Context: an optimization exercise on an open-source flow, tuned for small area. The choices shown serve that exercise and are no tape-out recipe. Only simulation tests tie the RTL to the original design; equivalence was not proved.

--- run.sh ---
#!/bin/bash
# synth_recipe.tcl (not shown) runs the flow's synth.tcl, then flattens the netlist and writes it again
# the make line also repeats each setting of config.mk as NAME=value (left out here)
make -C /OpenROAD-flow-scripts/flow DESIGN_CONFIG=/design/flow/config.mk WORK_HOME=/design/flow/orfs CLKGATE_MAP_FILE= SYNTH_SCRIPT=/design/flow/synth_recipe.tcl finish
--- config.mk ---
export PLATFORM = sky130hd
export DESIGN_NAME = rbm_top
export DESIGN_NICKNAME = rbm_top
export VERILOG_FILES = /design/flow/design.v
export SDC_FILE = /design/flow/constraint.sdc
export NUM_CORES = 4
export LEC_CHECK = 0
export CAP_MARGIN = 20
export CORE_MARGIN = 2
export CORE_UTILIZATION = 40
export SLEW_MARGIN = 20
--- constraint.sdc ---
create_clock -name core_clock -period 11.0 [get_ports {clk}]
set_input_delay 2.2000 -clock core_clock [delete_from_list [all_inputs] [get_ports {clk}]]
set_output_delay 2.2000 -clock core_clock [all_outputs]
set_load 0.01 [all_outputs]
--- design.v ---
module rbm_top (
    input clk,
    input reset,
    input stall,
    input [639:0] weights,
    input [79:0] visible_bias,
    input [79:0] hidden_bias,
    input [7:0] clamp0,
    input [7:0] clamp1,
    output [7:0] node_data,
    output [111:0] hidden_calc
);
    reg [31:0] lfsr_r, lfsr_u;
    reg [46:0] ext_r, ext_u;
    integer j;
    always @(*) begin
        ext_r = {lfsr_r, 15'd0};
        ext_u = {lfsr_u, 15'd0};
        for (j = 0; j < 15; j = j + 1) begin
            ext_r[14-j] = ~^(ext_r & ({32'h80200003, 15'd0} >> j));
            ext_u[14-j] = ^(ext_u & ({32'h80200003, 15'd0} >> j));
        end
    end
    always @(posedge clk) begin
        if (reset) begin
            lfsr_r <= 32'd1;
            lfsr_u <= 32'd1;
        end else begin
            lfsr_r <= ext_r[31:0];
            lfsr_u <= ext_u[31:0];
        end
    end
    wire [14:0] rnd1;
    wire [14:0] rnd2;
    wire [14:0] rnd3;
    wire [14:0] rnd4;
    wire [14:0] rnd5;
    wire [14:0] rnd6;
    wire [14:0] rnd7;
    wire [14:0] rnd8;
    wire [14:0] rnd9;
    wire [14:0] rnd10;
    wire [14:0] rnd11;
    wire [14:0] rnd12;
    wire [14:0] rnd13;
    wire [14:0] rnd14;
    wire [14:0] rnd15;
    wire [14:0] rnd16;
    assign rnd1 = lfsr_r[31:17];
    assign rnd2 = rnd1 ^ lfsr_u[30:16];
    assign rnd3 = rnd2 ^ lfsr_u[31:17];
    assign rnd4 = rnd2 ^ lfsr_u[29:15];
    assign rnd5 = rnd3 ^ lfsr_u[29:15];
    assign rnd7 = rnd1 ^ lfsr_u[29:15];
    assign rnd6 = rnd7 ^ lfsr_u[31:17];
    assign rnd8 = rnd5 ^ lfsr_u[28:14];
    assign rnd9 = rnd4 ^ lfsr_u[28:14];
    assign rnd10 = rnd7 ^ lfsr_u[28:14];
    assign rnd11 = rnd6 ^ lfsr_u[28:14];
    assign rnd12 = rnd1 ^ lfsr_u[28:14];
    assign rnd13 = rnd12 ^ lfsr_u[31:17];
    assign rnd14 = rnd3 ^ lfsr_u[28:14];
    assign rnd15 = rnd2 ^ lfsr_u[28:14];
    assign rnd16 = rnd11 ^ lfsr_u[27:13];
    reg [7:0] vis, hid;
    wire [7:0] vis_out, hid_out;
    always @(posedge clk) begin
        if (reset) begin
            vis <= 8'd0;
            hid <= 8'd0;
        end else if (!stall) begin
            vis <= (vis_out | clamp1) & ~clamp0;
            hid <= hid_out;
        end
    end
    assign node_data = vis;
    rbm_node vn0 (.clk(clk), .nodes(hid), .w({weights[70 +: 10], weights[60 +: 10], weights[50 +: 10], weights[40 +: 10], weights[30 +: 10], weights[20 +: 10], weights[10 +: 10], weights[0 +: 10]}), .bias(visible_bias[0 +: 10]), .rnd(rnd1), .new_val(vis_out[0]), .x());
    rbm_node vn1 (.clk(clk), .nodes(hid), .w({weights[150 +: 10], weights[140 +: 10], weights[130 +: 10], weights[120 +: 10], weights[110 +: 10], weights[100 +: 10], weights[90 +: 10], weights[80 +: 10]}), .bias(visible_bias[10 +: 10]), .rnd(rnd2), .new_val(vis_out[1]), .x());
    rbm_node vn2 (.clk(clk), .nodes(hid), .w({weights[230 +: 10], weights[220 +: 10], weights[210 +: 10], weights[200 +: 10], weights[190 +: 10], weights[180 +: 10], weights[170 +: 10], weights[160 +: 10]}), .bias(visible_bias[20 +: 10]), .rnd(rnd3), .new_val(vis_out[2]), .x());
    rbm_node vn3 (.clk(clk), .nodes(hid), .w({weights[310 +: 10], weights[300 +: 10], weights[290 +: 10], weights[280 +: 10], weights[270 +: 10], weights[260 +: 10], weights[250 +: 10], weights[240 +: 10]}), .bias(visible_bias[30 +: 10]), .rnd(rnd4), .new_val(vis_out[3]), .x());
    rbm_node vn4 (.clk(clk), .nodes(hid), .w({weights[390 +: 10], weights[380 +: 10], weights[370 +: 10], weights[360 +: 10], weights[350 +: 10], weights[340 +: 10], weights[330 +: 10], weights[320 +: 10]}), .bias(visible_bias[40 +: 10]), .rnd(rnd5), .new_val(vis_out[4]), .x());
    rbm_node vn5 (.clk(clk), .nodes(hid), .w({weights[470 +: 10], weights[460 +: 10], weights[450 +: 10], weights[440 +: 10], weights[430 +: 10], weights[420 +: 10], weights[410 +: 10], weights[400 +: 10]}), .bias(visible_bias[50 +: 10]), .rnd(rnd6), .new_val(vis_out[5]), .x());
    rbm_node vn6 (.clk(clk), .nodes(hid), .w({weights[550 +: 10], weights[540 +: 10], weights[530 +: 10], weights[520 +: 10], weights[510 +: 10], weights[500 +: 10], weights[490 +: 10], weights[480 +: 10]}), .bias(visible_bias[60 +: 10]), .rnd(rnd7), .new_val(vis_out[6]), .x());
    rbm_node vn7 (.clk(clk), .nodes(hid), .w({weights[630 +: 10], weights[620 +: 10], weights[610 +: 10], weights[600 +: 10], weights[590 +: 10], weights[580 +: 10], weights[570 +: 10], weights[560 +: 10]}), .bias(visible_bias[70 +: 10]), .rnd(rnd8), .new_val(vis_out[7]), .x());
    rbm_node hn0 (.clk(clk), .nodes(vis), .w({weights[560 +: 10], weights[480 +: 10], weights[400 +: 10], weights[320 +: 10], weights[240 +: 10], weights[160 +: 10], weights[80 +: 10], weights[0 +: 10]}), .bias(hidden_bias[0 +: 10]), .rnd(rnd9), .new_val(hid_out[0]), .x(hidden_calc[0 +: 14]));
    rbm_node hn1 (.clk(clk), .nodes(vis), .w({weights[570 +: 10], weights[490 +: 10], weights[410 +: 10], weights[330 +: 10], weights[250 +: 10], weights[170 +: 10], weights[90 +: 10], weights[10 +: 10]}), .bias(hidden_bias[10 +: 10]), .rnd(rnd10), .new_val(hid_out[1]), .x(hidden_calc[14 +: 14]));
    rbm_node hn2 (.clk(clk), .nodes(vis), .w({weights[580 +: 10], weights[500 +: 10], weights[420 +: 10], weights[340 +: 10], weights[260 +: 10], weights[180 +: 10], weights[100 +: 10], weights[20 +: 10]}), .bias(hidden_bias[20 +: 10]), .rnd(rnd11), .new_val(hid_out[2]), .x(hidden_calc[28 +: 14]));
    rbm_node hn3 (.clk(clk), .nodes(vis), .w({weights[590 +: 10], weights[510 +: 10], weights[430 +: 10], weights[350 +: 10], weights[270 +: 10], weights[190 +: 10], weights[110 +: 10], weights[30 +: 10]}), .bias(hidden_bias[30 +: 10]), .rnd(rnd12), .new_val(hid_out[3]), .x(hidden_calc[42 +: 14]));
    rbm_node hn4 (.clk(clk), .nodes(vis), .w({weights[600 +: 10], weights[520 +: 10], weights[440 +: 10], weights[360 +: 10], weights[280 +: 10], weights[200 +: 10], weights[120 +: 10], weights[40 +: 10]}), .bias(hidden_bias[40 +: 10]), .rnd(rnd13), .new_val(hid_out[4]), .x(hidden_calc[56 +: 14]));
    rbm_node hn5 (.clk(clk), .nodes(vis), .w({weights[610 +: 10], weights[530 +: 10], weights[450 +: 10], weights[370 +: 10], weights[290 +: 10], weights[210 +: 10], weights[130 +: 10], weights[50 +: 10]}), .bias(hidden_bias[50 +: 10]), .rnd(rnd14), .new_val(hid_out[5]), .x(hidden_calc[70 +: 14]));
    rbm_node hn6 (.clk(clk), .nodes(vis), .w({weights[620 +: 10], weights[540 +: 10], weights[460 +: 10], weights[380 +: 10], weights[300 +: 10], weights[220 +: 10], weights[140 +: 10], weights[60 +: 10]}), .bias(hidden_bias[60 +: 10]), .rnd(rnd15), .new_val(hid_out[6]), .x(hidden_calc[84 +: 14]));
    rbm_node hn7 (.clk(clk), .nodes(vis), .w({weights[630 +: 10], weights[550 +: 10], weights[470 +: 10], weights[390 +: 10], weights[310 +: 10], weights[230 +: 10], weights[150 +: 10], weights[70 +: 10]}), .bias(hidden_bias[70 +: 10]), .rnd(rnd16), .new_val(hid_out[7]), .x(hidden_calc[98 +: 14]));
endmodule
module rbm_node (
    input clk,
    input [7:0] nodes,
    input [79:0] w,
    input [9:0] bias,
    input [14:0] rnd,
    output new_val,
    output [13:0] x
);
    wire pp0_0 = nodes[0] & w[0];
    wire pp0_1 = nodes[0] & w[1];
    wire pp0_2 = nodes[0] & w[2];
    wire pp0_3 = nodes[0] & w[3];
    wire pp0_4 = nodes[0] & w[4];
    wire pp0_5 = nodes[0] & w[5];
    wire pp0_6 = nodes[0] & w[6];
    wire pp0_7 = nodes[0] & w[7];
    wire pp0_8 = nodes[0] & w[8];
    wire pp0_9 = ~(nodes[0] & w[9]);
    wire pp1_0 = nodes[1] & w[10];
    wire pp1_1 = nodes[1] & w[11];
    wire pp1_2 = nodes[1] & w[12];
    wire pp1_3 = nodes[1] & w[13];
    wire pp1_4 = nodes[1] & w[14];
    wire pp1_5 = nodes[1] & w[15];
    wire pp1_6 = nodes[1] & w[16];
    wire pp1_7 = nodes[1] & w[17];
    wire pp1_8 = nodes[1] & w[18];
    wire pp1_9 = ~(nodes[1] & w[19]);
    wire pp2_0 = nodes[2] & w[20];
    wire pp2_1 = nodes[2] & w[21];
    wire pp2_2 = nodes[2] & w[22];
    wire pp2_3 = nodes[2] & w[23];
    wire pp2_4 = nodes[2] & w[24];
    wire pp2_5 = nodes[2] & w[25];
    wire pp2_6 = nodes[2] & w[26];
    wire pp2_7 = nodes[2] & w[27];
    wire pp2_8 = nodes[2] & w[28];
    wire pp2_9 = ~(nodes[2] & w[29]);
    wire pp3_0 = nodes[3] & w[30];
    wire pp3_1 = nodes[3] & w[31];
    wire pp3_2 = nodes[3] & w[32];
    wire pp3_3 = nodes[3] & w[33];
    wire pp3_4 = nodes[3] & w[34];
    wire pp3_5 = nodes[3] & w[35];
    wire pp3_6 = nodes[3] & w[36];
    wire pp3_7 = nodes[3] & w[37];
    wire pp3_8 = nodes[3] & w[38];
    wire pp3_9 = ~(nodes[3] & w[39]);
    wire pp4_0 = nodes[4] & w[40];
    wire pp4_1 = nodes[4] & w[41];
    wire pp4_2 = nodes[4] & w[42];
    wire pp4_3 = nodes[4] & w[43];
    wire pp4_4 = nodes[4] & w[44];
    wire pp4_5 = nodes[4] & w[45];
    wire pp4_6 = nodes[4] & w[46];
    wire pp4_7 = nodes[4] & w[47];
    wire pp4_8 = nodes[4] & w[48];
    wire pp4_9 = ~(nodes[4] & w[49]);
    wire pp5_0 = nodes[5] & w[50];
    wire pp5_1 = nodes[5] & w[51];
    wire pp5_2 = nodes[5] & w[52];
    wire pp5_3 = nodes[5] & w[53];
    wire pp5_4 = nodes[5] & w[54];
    wire pp5_5 = nodes[5] & w[55];
    wire pp5_6 = nodes[5] & w[56];
    wire pp5_7 = nodes[5] & w[57];
    wire pp5_8 = nodes[5] & w[58];
    wire pp5_9 = ~(nodes[5] & w[59]);
    wire pp6_0 = nodes[6] & w[60];
    wire pp6_1 = nodes[6] & w[61];
    wire pp6_2 = nodes[6] & w[62];
    wire pp6_3 = nodes[6] & w[63];
    wire pp6_4 = nodes[6] & w[64];
    wire pp6_5 = nodes[6] & w[65];
    wire pp6_6 = nodes[6] & w[66];
    wire pp6_7 = nodes[6] & w[67];
    wire pp6_8 = nodes[6] & w[68];
    wire pp6_9 = ~(nodes[6] & w[69]);
    wire pp7_0 = nodes[7] & w[70];
    wire pp7_1 = nodes[7] & w[71];
    wire pp7_2 = nodes[7] & w[72];
    wire pp7_3 = nodes[7] & w[73];
    wire pp7_4 = nodes[7] & w[74];
    wire pp7_5 = nodes[7] & w[75];
    wire pp7_6 = nodes[7] & w[76];
    wire pp7_7 = nodes[7] & w[77];
    wire pp7_8 = nodes[7] & w[78];
    wire pp7_9 = ~(nodes[7] & w[79]);
    wire s0 = pp0_0 ^ pp1_0 ^ pp2_0;
    wire c0 = (pp0_0 & pp1_0) | (pp0_0 & pp2_0) | (pp1_0 & pp2_0);
    wire s1 = pp3_0 ^ pp4_0 ^ pp5_0;
    wire c1 = (pp3_0 & pp4_0) | (pp3_0 & pp5_0) | (pp4_0 & pp5_0);
    wire s2 = pp6_0 ^ pp7_0 ^ s0;
    wire c2 = (pp6_0 & pp7_0) | (pp6_0 & s0) | (pp7_0 & s0);
    wire s3 = s1 ^ s2;
    wire c3 = s1 & s2;
    wire s4 = pp0_1 ^ pp1_1 ^ pp2_1;
    wire c4 = (pp0_1 & pp1_1) | (pp0_1 & pp2_1) | (pp1_1 & pp2_1);
    wire s5 = pp3_1 ^ pp4_1 ^ pp5_1;
    wire c5 = (pp3_1 & pp4_1) | (pp3_1 & pp5_1) | (pp4_1 & pp5_1);
    wire s6 = pp6_1 ^ pp7_1 ^ c0;
    wire c6 = (pp6_1 & pp7_1) | (pp6_1 & c0) | (pp7_1 & c0);
    wire s7 = c1 ^ c2 ^ c3;
    wire c7 = (c1 & c2) | (c1 & c3) | (c2 & c3);
    wire s8 = s4 ^ s5 ^ s6;
    wire c8 = (s4 & s5) | (s4 & s6) | (s5 & s6);
    wire s9 = s7 ^ s8;
    wire c9 = s7 & s8;
    wire s10 = pp0_2 ^ pp1_2 ^ pp2_2;
    wire c10 = (pp0_2 & pp1_2) | (pp0_2 & pp2_2) | (pp1_2 & pp2_2);
    wire s11 = pp3_2 ^ pp4_2 ^ pp5_2;
    wire c11 = (pp3_2 & pp4_2) | (pp3_2 & pp5_2) | (pp4_2 & pp5_2);
    wire s12 = pp6_2 ^ pp7_2 ^ c4;
    wire c12 = (pp6_2 & pp7_2) | (pp6_2 & c4) | (pp7_2 & c4);
    wire s13 = c5 ^ c6 ^ c7;
    wire c13 = (c5 & c6) | (c5 & c7) | (c6 & c7);
    wire s14 = c8 ^ c9 ^ s10;
    wire c14 = (c8 & c9) | (c8 & s10) | (c9 & s10);
    wire s15 = s11 ^ s12 ^ s13;
    wire c15 = (s11 & s12) | (s11 & s13) | (s12 & s13);
    wire s16 = s14 ^ s15;
    wire c16 = s14 & s15;
    wire s17 = pp0_3 ^ pp1_3 ^ pp2_3;
    wire c17 = (pp0_3 & pp1_3) | (pp0_3 & pp2_3) | (pp1_3 & pp2_3);
    wire s18 = pp3_3 ^ pp4_3 ^ pp5_3;
    wire c18 = (pp3_3 & pp4_3) | (pp3_3 & pp5_3) | (pp4_3 & pp5_3);
    wire s19 = pp6_3 ^ pp7_3 ^ c10;
    wire c19 = (pp6_3 & pp7_3) | (pp6_3 & c10) | (pp7_3 & c10);
    wire s20 = c11 ^ c12 ^ c13;
    wire c20 = (c11 & c12) | (c11 & c13) | (c12 & c13);
    wire s21 = c14 ^ c15 ^ c16;
    wire c21 = (c14 & c15) | (c14 & c16) | (c15 & c16);
    wire s22 = s17 ^ s18 ^ s19;
    wire c22 = (s17 & s18) | (s17 & s19) | (s18 & s19);
    wire s23 = s20 ^ s21 ^ s22;
    wire c23 = (s20 & s21) | (s20 & s22) | (s21 & s22);
    wire s24 = pp0_4 ^ pp1_4 ^ pp2_4;
    wire c24 = (pp0_4 & pp1_4) | (pp0_4 & pp2_4) | (pp1_4 & pp2_4);
    wire s25 = pp3_4 ^ pp4_4 ^ pp5_4;
    wire c25 = (pp3_4 & pp4_4) | (pp3_4 & pp5_4) | (pp4_4 & pp5_4);
    wire s26 = pp6_4 ^ pp7_4 ^ c17;
    wire c26 = (pp6_4 & pp7_4) | (pp6_4 & c17) | (pp7_4 & c17);
    wire s27 = c18 ^ c19 ^ c20;
    wire c27 = (c18 & c19) | (c18 & c20) | (c19 & c20);
    wire s28 = c21 ^ c22 ^ c23;
    wire c28 = (c21 & c22) | (c21 & c23) | (c22 & c23);
    wire s29 = s24 ^ s25 ^ s26;
    wire c29 = (s24 & s25) | (s24 & s26) | (s25 & s26);
    wire s30 = s27 ^ s28 ^ s29;
    wire c30 = (s27 & s28) | (s27 & s29) | (s28 & s29);
    wire s31 = pp0_5 ^ pp1_5 ^ pp2_5;
    wire c31 = (pp0_5 & pp1_5) | (pp0_5 & pp2_5) | (pp1_5 & pp2_5);
    wire s32 = pp3_5 ^ pp4_5 ^ pp5_5;
    wire c32 = (pp3_5 & pp4_5) | (pp3_5 & pp5_5) | (pp4_5 & pp5_5);
    wire s33 = pp6_5 ^ pp7_5 ^ c24;
    wire c33 = (pp6_5 & pp7_5) | (pp6_5 & c24) | (pp7_5 & c24);
    wire s34 = c25 ^ c26 ^ c27;
    wire c34 = (c25 & c26) | (c25 & c27) | (c26 & c27);
    wire s35 = c28 ^ c29 ^ c30;
    wire c35 = (c28 & c29) | (c28 & c30) | (c29 & c30);
    wire s36 = s31 ^ s32 ^ s33;
    wire c36 = (s31 & s32) | (s31 & s33) | (s32 & s33);
    wire s37 = s34 ^ s35 ^ s36;
    wire c37 = (s34 & s35) | (s34 & s36) | (s35 & s36);
    wire s38 = pp0_6 ^ pp1_6 ^ pp2_6;
    wire c38 = (pp0_6 & pp1_6) | (pp0_6 & pp2_6) | (pp1_6 & pp2_6);
    wire s39 = pp3_6 ^ pp4_6 ^ pp5_6;
    wire c39 = (pp3_6 & pp4_6) | (pp3_6 & pp5_6) | (pp4_6 & pp5_6);
    wire s40 = pp6_6 ^ pp7_6 ^ c31;
    wire c40 = (pp6_6 & pp7_6) | (pp6_6 & c31) | (pp7_6 & c31);
    wire s41 = c32 ^ c33 ^ c34;
    wire c41 = (c32 & c33) | (c32 & c34) | (c33 & c34);
    wire s42 = c35 ^ c36 ^ c37;
    wire c42 = (c35 & c36) | (c35 & c37) | (c36 & c37);
    wire s43 = s38 ^ s39 ^ s40;
    wire c43 = (s38 & s39) | (s38 & s40) | (s39 & s40);
    wire s44 = s41 ^ s42 ^ s43;
    wire c44 = (s41 & s42) | (s41 & s43) | (s42 & s43);
    wire s45 = pp0_7 ^ pp1_7 ^ pp2_7;
    wire c45 = (pp0_7 & pp1_7) | (pp0_7 & pp2_7) | (pp1_7 & pp2_7);
    wire s46 = pp3_7 ^ pp4_7 ^ pp5_7;
    wire c46 = (pp3_7 & pp4_7) | (pp3_7 & pp5_7) | (pp4_7 & pp5_7);
    wire s47 = pp6_7 ^ pp7_7 ^ c38;
    wire c47 = (pp6_7 & pp7_7) | (pp6_7 & c38) | (pp7_7 & c38);
    wire s48 = c39 ^ c40 ^ c41;
    wire c48 = (c39 & c40) | (c39 & c41) | (c40 & c41);
    wire s49 = c42 ^ c43 ^ c44;
    wire c49 = (c42 & c43) | (c42 & c44) | (c43 & c44);
    wire s50 = s45 ^ s46 ^ s47;
    wire c50 = (s45 & s46) | (s45 & s47) | (s46 & s47);
    wire s51 = s48 ^ s49 ^ s50;
    wire c51 = (s48 & s49) | (s48 & s50) | (s49 & s50);
    wire s52 = pp0_8 ^ pp1_8 ^ pp2_8;
    wire c52 = (pp0_8 & pp1_8) | (pp0_8 & pp2_8) | (pp1_8 & pp2_8);
    wire s53 = pp3_8 ^ pp4_8 ^ pp5_8;
    wire c53 = (pp3_8 & pp4_8) | (pp3_8 & pp5_8) | (pp4_8 & pp5_8);
    wire s54 = pp6_8 ^ pp7_8 ^ c45;
    wire c54 = (pp6_8 & pp7_8) | (pp6_8 & c45) | (pp7_8 & c45);
    wire s55 = c46 ^ c47 ^ c48;
    wire c55 = (c46 & c47) | (c46 & c48) | (c47 & c48);
    wire s56 = c49 ^ c50 ^ c51;
    wire c56 = (c49 & c50) | (c49 & c51) | (c50 & c51);
    wire s57 = s52 ^ s53 ^ s54;
    wire c57 = (s52 & s53) | (s52 & s54) | (s53 & s54);
    wire s58 = s55 ^ s56 ^ s57;
    wire c58 = (s55 & s56) | (s55 & s57) | (s56 & s57);
    wire s59 = pp0_9 ^ pp1_9 ^ pp2_9;
    wire c59 = (pp0_9 & pp1_9) | (pp0_9 & pp2_9) | (pp1_9 & pp2_9);
    wire s60 = pp3_9 ^ pp4_9 ^ pp5_9;
    wire c60 = (pp3_9 & pp4_9) | (pp3_9 & pp5_9) | (pp4_9 & pp5_9);
    wire s61 = pp6_9 ^ pp7_9 ^ c52;
    wire c61 = (pp6_9 & pp7_9) | (pp6_9 & c52) | (pp7_9 & c52);
    wire s62 = c53 ^ c54 ^ c55;
    wire c62 = (c53 & c54) | (c53 & c55) | (c54 & c55);
    wire s63 = c56 ^ c57 ^ c58;
    wire c63 = (c56 & c57) | (c56 & c58) | (c57 & c58);
    wire s64 = s59 ^ s60 ^ s61;
    wire c64 = (s59 & s60) | (s59 & s61) | (s60 & s61);
    wire s65 = s62 ^ s63 ^ s64;
    wire c65 = (s62 & s63) | (s62 & s64) | (s63 & s64);
    wire s66 = c59 ^ c60 ^ c61;
    wire c66 = (c59 & c60) | (c59 & c61) | (c60 & c61);
    wire s67 = c62 ^ c63 ^ c64;
    wire c67 = (c62 & c63) | (c62 & c64) | (c63 & c64);
    wire s68 = c65 ^ s66 ^ s67;
    wire c68 = (c65 & s66) | (c65 & s67) | (s66 & s67);
    wire s69 = c66 ^ c67 ^ c68;
    wire c69 = (c66 & c67) | (c66 & c68) | (c67 & c68);
    wire [12:0] tsum = {c69, s69, s68, s65, s58, s51, s44, s37, s30, s23, s16, s9, s3};
    reg [12:0] tacc;
    always @(posedge clk) tacc <= tsum;
    wire [13:0] ssum = {~tacc[12], ~tacc[12], tacc[11:0]};
    wire [13:0] sbias = {{4{bias[9]}}, bias};
    wire [14:0] bc;
    assign bc[0] = 1'b0;
    genvar g;
    for (g = 0; g < 14; g = g + 1) begin : badd
        assign x[g] = ssum[g] ^ sbias[g] ^ bc[g];
        assign bc[g+1] = (ssum[g] & sbias[g]) | (ssum[g] & bc[g]) | (sbias[g] & bc[g]);
    end
    wire neg = x[13];
    wire [12:0] m = x[12:0] ^ {13{neg}};
    wire [8:0] idx9 = {1'b0, m[8:1]} + {8'd0, neg & m[0]};
    wire sat = (|m[12:9]) | idx9[8];
    wire [7:0] idx = idx9[7:0];
    reg [14:0] lut;
    reg lut1;
    always @(*) begin
        lut1 = 1'b0;
        case (idx)
            8'd0: lut = 15'h4000;
            8'd1: lut = 15'h4200;
            8'd2: lut = 15'h43ff;
            8'd3: lut = 15'h45fc;
            8'd4: lut = 15'h47f5;
            8'd5: lut = 15'h49eb;
            8'd6: lut = 15'h4bdc;
            8'd7: lut = 15'h4dc8;
            8'd8: lut = 15'h4fad;
            8'd9: lut = 15'h518a;
            8'd10: lut = 15'h5360;
            8'd11: lut = 15'h552c;
            8'd12: lut = 15'h56ef;
            8'd13: lut = 15'h58a8;
            8'd14: lut = 15'h5a57;
            8'd15: lut = 15'h5bfb;
            8'd16: lut = 15'h5d93;
            8'd17: lut = 15'h5f20;
            8'd18: lut = 15'h60a1;
            8'd19: lut = 15'h6216;
            8'd20: lut = 15'h637f;
            8'd21: lut = 15'h64db;
            8'd22: lut = 15'h662b;
            8'd23: lut = 15'h676f;
            8'd24: lut = 15'h68a6;
            8'd25: lut = 15'h69d2;
            8'd26: lut = 15'h6af1;
            8'd27: lut = 15'h6c05;
            8'd28: lut = 15'h6d0d;
            8'd29: lut = 15'h6e09;
            8'd30: lut = 15'h6efb;
            8'd31: lut = 15'h6fe2;
            8'd32: lut = 15'h70be;
            8'd33: lut = 15'h7190;
            8'd34: lut = 15'h7258;
            8'd35: lut = 15'h7316;
            8'd36: lut = 15'h73cc;
            8'd37: lut = 15'h7478;
            8'd38: lut = 15'h751b;
            8'd39: lut = 15'h75b7;
            8'd40: lut = 15'h764a;
            8'd41: lut = 15'h76d6;
            8'd42: lut = 15'h775b;
            8'd43: lut = 15'h77d8;
            8'd44: lut = 15'h784f;
            8'd45: lut = 15'h78c0;
            8'd46: lut = 15'h792a;
            8'd47: lut = 15'h798f;
            8'd48: lut = 15'h79ee;
            8'd49: lut = 15'h7a48;
            8'd50: lut = 15'h7a9d;
            8'd51: lut = 15'h7aed;
            8'd52: lut = 15'h7b39;
            8'd53: lut = 15'h7b80;
            8'd54: lut = 15'h7bc4;
            8'd55: lut = 15'h7c03;
            8'd56: lut = 15'h7c3f;
            8'd57: lut = 15'h7c78;
            8'd58: lut = 15'h7cad;
            8'd59: lut = 15'h7ce0;
            8'd60: lut = 15'h7d0f;
            8'd61: lut = 15'h7d3c;
            8'd62: lut = 15'h7d66;
            8'd63: lut = 15'h7d8d;
            8'd64: lut = 15'h7db3;
            8'd65: lut = 15'h7dd6;
            8'd66: lut = 15'h7df7;
            8'd67: lut = 15'h7e16;
            8'd68: lut = 15'h7e33;
            8'd69: lut = 15'h7e4f;
            8'd70: lut = 15'h7e69;
            8'd71: lut = 15'h7e81;
            8'd72: lut = 15'h7e98;
            8'd73: lut = 15'h7eae;
            8'd74: lut = 15'h7ec2;
            8'd75: lut = 15'h7ed5;
            8'd76: lut = 15'h7ee7;
            8'd77: lut = 15'h7ef8;
            8'd78: lut = 15'h7f08;
            8'd79: lut = 15'h7f17;
            8'd80: lut = 15'h7f25;
            8'd81: lut = 15'h7f32;
            8'd82: lut = 15'h7f3e;
            8'd83: lut = 15'h7f4a;
            8'd84: lut = 15'h7f55;
            8'd85: lut = 15'h7f5f;
            8'd86: lut = 15'h7f69;
            8'd87: lut = 15'h7f72;
            8'd88: lut = 15'h7f7b;
            8'd89: lut = 15'h7f83;
            8'd90: lut = 15'h7f8a;
            8'd91: lut = 15'h7f91;
            8'd92: lut = 15'h7f98;
            8'd93: lut = 15'h7f9e;
            8'd94: lut = 15'h7fa4;
            8'd95: lut = 15'h7faa;
            8'd96: lut = 15'h7faf;
            8'd97: lut = 15'h7fb4;
            8'd98: lut = 15'h7fb8;
            8'd99: lut = 15'h7fbd;
            8'd100: lut = 15'h7fc1;
            8'd101: lut = 15'h7fc5;
            8'd102: lut = 15'h7fc8;
            8'd103: lut = 15'h7fcc;
            8'd104: lut = 15'h7fcf;
            8'd105: lut = 15'h7fd2;
            8'd106: lut = 15'h7fd5;
            8'd107: lut = 15'h7fd7;
            8'd108: lut = 15'h7fda;
            8'd109: lut = 15'h7fdc;
            8'd110: lut = 15'h7fde;
            8'd111: lut = 15'h7fe0;
            8'd112: lut = 15'h7fe2;
            8'd113: lut = 15'h7fe4;
            8'd114: lut = 15'h7fe6;
            8'd115: lut = 15'h7fe7;
            8'd116: lut = 15'h7fe9;
            8'd117: lut = 15'h7fea;
            8'd118: lut = 15'h7feb;
            8'd119: lut = 15'h7fed;
            8'd120: lut = 15'h7fee;
            8'd121: lut = 15'h7fef;
            8'd122: lut = 15'h7ff0;
            8'd123: lut = 15'h7ff1;
            8'd124: lut = 15'h7ff2;
            8'd125: lut = 15'h7ff3;
            8'd126: lut = 15'h7ff4;
            8'd127: lut = 15'h7ff4;
            8'd128: lut = 15'h7ff5;
            8'd129: lut = 15'h7ff6;
            8'd130: lut = 15'h7ff6;
            8'd131: lut = 15'h7ff7;
            8'd132: lut = 15'h7ff7;
            8'd133: lut = 15'h7ff8;
            8'd134: lut = 15'h7ff8;
            8'd135: lut = 15'h7ff9;
            8'd136: lut = 15'h7ff9;
            8'd137: lut = 15'h7ffa;
            8'd138: lut = 15'h7ffa;
            8'd139: lut = 15'h7ffa;
            8'd140: lut = 15'h7ffb;
            8'd141: lut = 15'h7ffb;
            8'd142: lut = 15'h7ffb;
            8'd143: lut = 15'h7ffc;
            8'd144: lut = 15'h7ffc;
            8'd145: lut = 15'h7ffc;
            8'd146: lut = 15'h7ffc;
            8'd147: lut = 15'h7ffd;
            8'd148: lut = 15'h7ffd;
            8'd149: lut = 15'h7ffd;
            8'd150: lut = 15'h7ffd;
            8'd151: lut = 15'h7ffd;
            8'd152: lut = 15'h7ffe;
            8'd153: lut = 15'h7ffe;
            8'd154: lut = 15'h7ffe;
            8'd155: lut = 15'h7ffe;
            8'd156: lut = 15'h7ffe;
            8'd157: lut = 15'h7ffe;
            8'd158: lut = 15'h7ffe;
            8'd159: lut = 15'h7ffe;
            8'd160: lut = 15'h7fff;
            8'd161: lut = 15'h7fff;
            8'd162: lut = 15'h7fff;
            8'd163: lut = 15'h7fff;
            8'd164: lut = 15'h7fff;
            8'd165: lut = 15'h7fff;
            8'd166: lut = 15'h7fff;
            8'd167: lut = 15'h7fff;
            8'd168: lut = 15'h7fff;
            8'd169: lut = 15'h7fff;
            8'd170: lut = 15'h7fff;
            8'd171: lut = 15'h7fff;
            8'd172: lut = 15'h7fff;
            8'd173: lut = 15'h7fff;
            8'd174: lut = 15'h7fff;
            8'd175: lut = 15'h7fff;
            8'd176: lut = 15'h7fff;
            8'd177: lut = 15'h7fff;
            default: begin lut = 15'h7fff; lut1 = 1'b1; end
        endcase
    end
    wire [14:0] rc = rnd ^ {15{neg}};
    wire gt = sat | lut1 | (lut > rc);
    assign new_val = gt ^ neg;
endmodule
==> results.json <==
{
  "outcome": "failed layout checks",
  "checkFailReasons": "negative setup slack",
  "postSynthCellCount": 12000,
  "initial_core_util_pct": 40.3,
  "min_path_cells": 1,
  "finalCoreUtilization_pct": 58.2,
  "routed-via-count": 111000,
  "ys_async_rst_share_pct": 0,
  "port-buffer-count": 938,
  "synth_top_family_by_area": "adder cells",
  "worst_hold_path.endpoint": "lfsr_r[19]",
  "syn-num-nets": 14700,
  "detailedPlace.worstSlack_ns": -1.88,
  "rr_endpoint": "vn0.tacc[11]",
  "instances_no_fill": 18100,
  "final_min_period_over_clock_period_pct": 107,
  "wire_per_inst_um": 33.6,
  "synth_warnings": 2,
  "gr-total-overflow": 0,
  "floorplan.core_area_um2": 230000,
  "layout-area-overhead-vs-synth_pct": 44.6,
  "placement_rows": 176,
  "synth_seq_area_share_pct": 6.22,
  "synthMuxAreaShare_pct": 1.18,
  "tritoncts.num_buffers": 42,
  "iteration_count_of_the_initial_detailed_routing_pass": 10,
  "clock-sinks": 288,
  "worstSetupPathType": "in2reg",
  "worst_slew_margin_rel_pct": 11.5,
  "fp.dieH_um": 486,
  "drt.antenna.violating_nets": 0,
  "synth-xor-area-share_pct": 8.06,
  "critPathMostFrequentCell": "sky130_fd_sc_hd__fa_2",
  "tritoncts_clock_tree": "built",
  "worst_path_largest_cell_delay_ns": 0.66,
  "synth_compound_gate_area_share_pct": 19.9,
  "reg2reg_depth": 35,
  "hold_start": "lfsr_r[4]",
  "worst_pin_slew_ns": 1.32,
  "numPlacedInstances": 17800,
  "setup.reg_to_reg.worst_slack_ns": 0.23,
  "hold_viol_final": 0,
  "die-area_um2": 236000,
  "finalCriticalPeriod_ns": 11.74,
  "setup_violations": 56,
  "m1WireLength_mm": 210,
  "simple_logic_cell_fraction_of_the_synthesized_area_pct": 18.7,
  "met2_wirelength_mm": 249,
  "final_layout_size_suffix_gt1_share_pct": 29.1,
  "final_common_cell": "sky130_fd_sc_hd__buf_4",
  "path_max_fanout": 2,
  "cell_at_the_root_of_the_clock_tree": "sky130_fd_sc_hd__clkbuf_16",
  "ctsHoldBuffers": 0,
  "timing.setup.tns_ns": -19.62,
  "route.final.wire_length_mm": 608,
  "viasPerCell": 6.16,
  "dpl.hpwl_mm": 511,
  "largest_net_degree_at_the_start_of_global_routing": 67,
  "worst_hold_path_type": "reg2reg",
  "grt.total_usage_pct": 49.9,
  "final_net_count": 17700,
  "drc_errors": 0,
  "timing.rr.start": "hid[0]",
  "worstSetupStartpointType": "input port",
  "max_cap_violations": 0,
  "count_of_flip_flops_with_a_built_in_enable_after_synthesis": 0,
  "max_freq_mhz": 85.2,
  "final_cell_mix": "sky130_fd_sc_hd__buf_4 (2,633), sky130_fd_sc_hd__nand2_1 (1,489), sky130_fd_sc_hd__inv_1 (1,283)",
  "worst_skew_pair.late_latency_ns": 0.69,
  "worst-endpoint-arrival_ns": 12.35,
  "detailedRoute.firstIterationViolations": 14500,
  "gpl.final_weighted_congestion": 1.13,
  "critical_path_required_ns": 11.61,
  "post-route-worst-setup-slack_ns": -0.736,
  "met3_length_mm": 72.6,
  "synth_seq_cells": 288,
  "top_layer_used": "met5",
  "io-pin-count": 939,
  "crit_path_top_delay_cell": "sky130_fd_sc_hd__fa_2",
  "final.setup_skew_ns": 0.0636,
  "die_w_um": 486,
  "clk_pin_slew_ns": 0.06,
  "critPathCaptureType": "register",
  "ctsHtreeMaxLevel": 2,
  "avgSynthCellArea_um2": 7.76,
  "first_global_vias": 111000,
  "final_max_slew_viol_count": 0,
  "clockBufferDepth": 3,
  "yosys.cell_types.count": 88,
  "yosys.area_share.adder_pct": 36.3,
  "mappedNetlistArea_um2": 92800,
  "grt_first_pass_wirelength_mm": 836,
  "number_of_antenna_violations_at_the_first_check_in_global_routing": 90,
  "rsz0062_at_grt": "true",
  "predominant_post_synthesis_flop_cell": "sky130_fd_sc_hd__dfxtp_1"
}
## critical path, delay by kind of cell
kind	cells	cell delay, ns
adder cells (fa/ha/maj)	23	9.31
buffers and inverters	11	0.66
AND/OR/NAND/NOR	1	0.15
## Yosys cell counts (all sizes together), types with 57 or more instances
| cell type | n | area (um^2) |
|---|---|---|
| a211oi | 211 | 1580 |
| a21o | 66 | 495 |
| a21oi | 617 | 3090 |
| a221oi | 72 | 631 |
| a311oi | 126 | 1100 |
| a31oi | 159 | 995 |
| and2 | 586 | 3670 |
| buf | 150 | 679 |
| clkbuf | 725 | 2750 |
| dfxtp | 288 | 5770 |
| fa | 1288 | 25800 |
| ha | 632 | 7910 |
| inv | 1443 | 5420 |
| nand2 | 1518 | 5700 |
| nand3 | 292 | 1460 |
| nand4 | 57 | 357 |
| nor2 | 707 | 2650 |
| nor2b | 72 | 450 |
| nor3 | 252 | 1260 |
| o211ai | 270 | 2030 |
| o21ai | 572 | 2860 |
| o221ai | 59 | 517 |
| o22ai | 66 | 413 |
| o311ai | 144 | 1260 |
| xnor2 | 647 | 5690 |
| xor2 | 185 | 1620 |
## repair_timing
item / 4_1_cts / 5_1_grt
buffers inserted: 56 / 91
gates cloned: 8 / 9
pin swaps: 267 / 435
gates resized for setup: 717 / 643
setup endpoints to repair: 80 / 81
## how the worst max path moves through the flow
| stage | slack [ns] | end | cells after the start | startpoint |
|---|---|---|---|---|
| after detailed placement | -1.88 | vn5.tacc[11] | 35 | weights[420] |
| after global routing | -0.95 | vn5.tacc[11] | 35 | weights[420] |
| final | -0.74 | vn5.tacc[11] | 35 | weights[420] |
| after CTS | -1.06 | hn4.tacc[11] | 34 | weights[200] |
| after floorplan | -0.87 | hid[2] | 43 | hidden_bias[20] |
| after global placement | -1.75 | hn7.tacc[11] | 35 | weights[70] |
## area by class of cell
class                           instances  area (um^2)
Antenna cell                           63          158
Timing Repair Buffer                 3826        33500
Tap cell                             3026         3790
Clock inverter                         17          178
Clock buffer                           59         1240
Multi-Input combinational cell       9338        83900
Sequential cell                       288         5820
Timing Repair inverter                  1         7.51
Fill cell                           20600        96200
Inverter                             1454         5530
## registers in the layout, summed over array words and instances (netlist names)
signal,count
lfsr_r,32
lfsr_u,32
hn0.tacc,13
hn1.tacc,13
hn2.tacc,13
hn3.tacc,13
hn4.tacc,13
hn5.tacc,13
hn6.tacc,13
hn7.tacc,13
vn0.tacc,13
vn1.tacc,13
vn2.tacc,13
vn3.tacc,13
vn4.tacc,13
vn5.tacc,13
vn6.tacc,13
vn7.tacc,13
hid,8
vis,8
## per-stage QoR
| step | cell area (um^2) | hold slack, ns |
|---|---|---|
| 2_1_floorplan | 94800 | 0.414 |
| 3_3_place_gp | 127000 | 0.417 |
| 3_5_place_dp | 127000 | 0.428 |
| 4_1_cts | 131000 | 0.442 |
| 5_1_grt | 134000 | 0.463 |
| 6_report | 134000 | 0.453 |
## logic make-up after synthesis
family	count (synthesis)
buf+inv	2329
xor+xnor	839
flops	288
simple gates	3742
fa+ha+maj	1920
mux	66
compound gates	2771
## layer usage
layer  up-vias  track usage, %
li1      46300               -
met1     54400            58.1
met2      8342            72.1
met3      2259            14.9
met4        48            48.9
met5         -           0.939

[port drivers added, routing unchanged]
The flow's constraints put no driver on any port. The routed layout listed below was extracted and timed again, unchanged, in two steps. Step 1 sets driving cells, clkbuf_16 on the clock port and buf_2 on the other inputs (assumed; they add their load-dependent delay and slew). Step 2 moves the port delays by t, midway between the first and last clock arrival at a register: inputs arrive t later, outputs are due t later. That takes back most of the time a late clock gives input paths. Slacks: ideal ports / drivers / drivers and shift; pairs: ideal ports / drivers.
t (ns): 0.761
setup slack, ns: -0.736 / -0.761 / -1.522
worst setup path after step 2: input to register
worst register clock-pin slew, ns: 0.08 / 0.08
pins driven straight from the clock port: 1
The setup slack of this run moves by -0.025 ns with the drivers and by -0.786 ns with both steps.
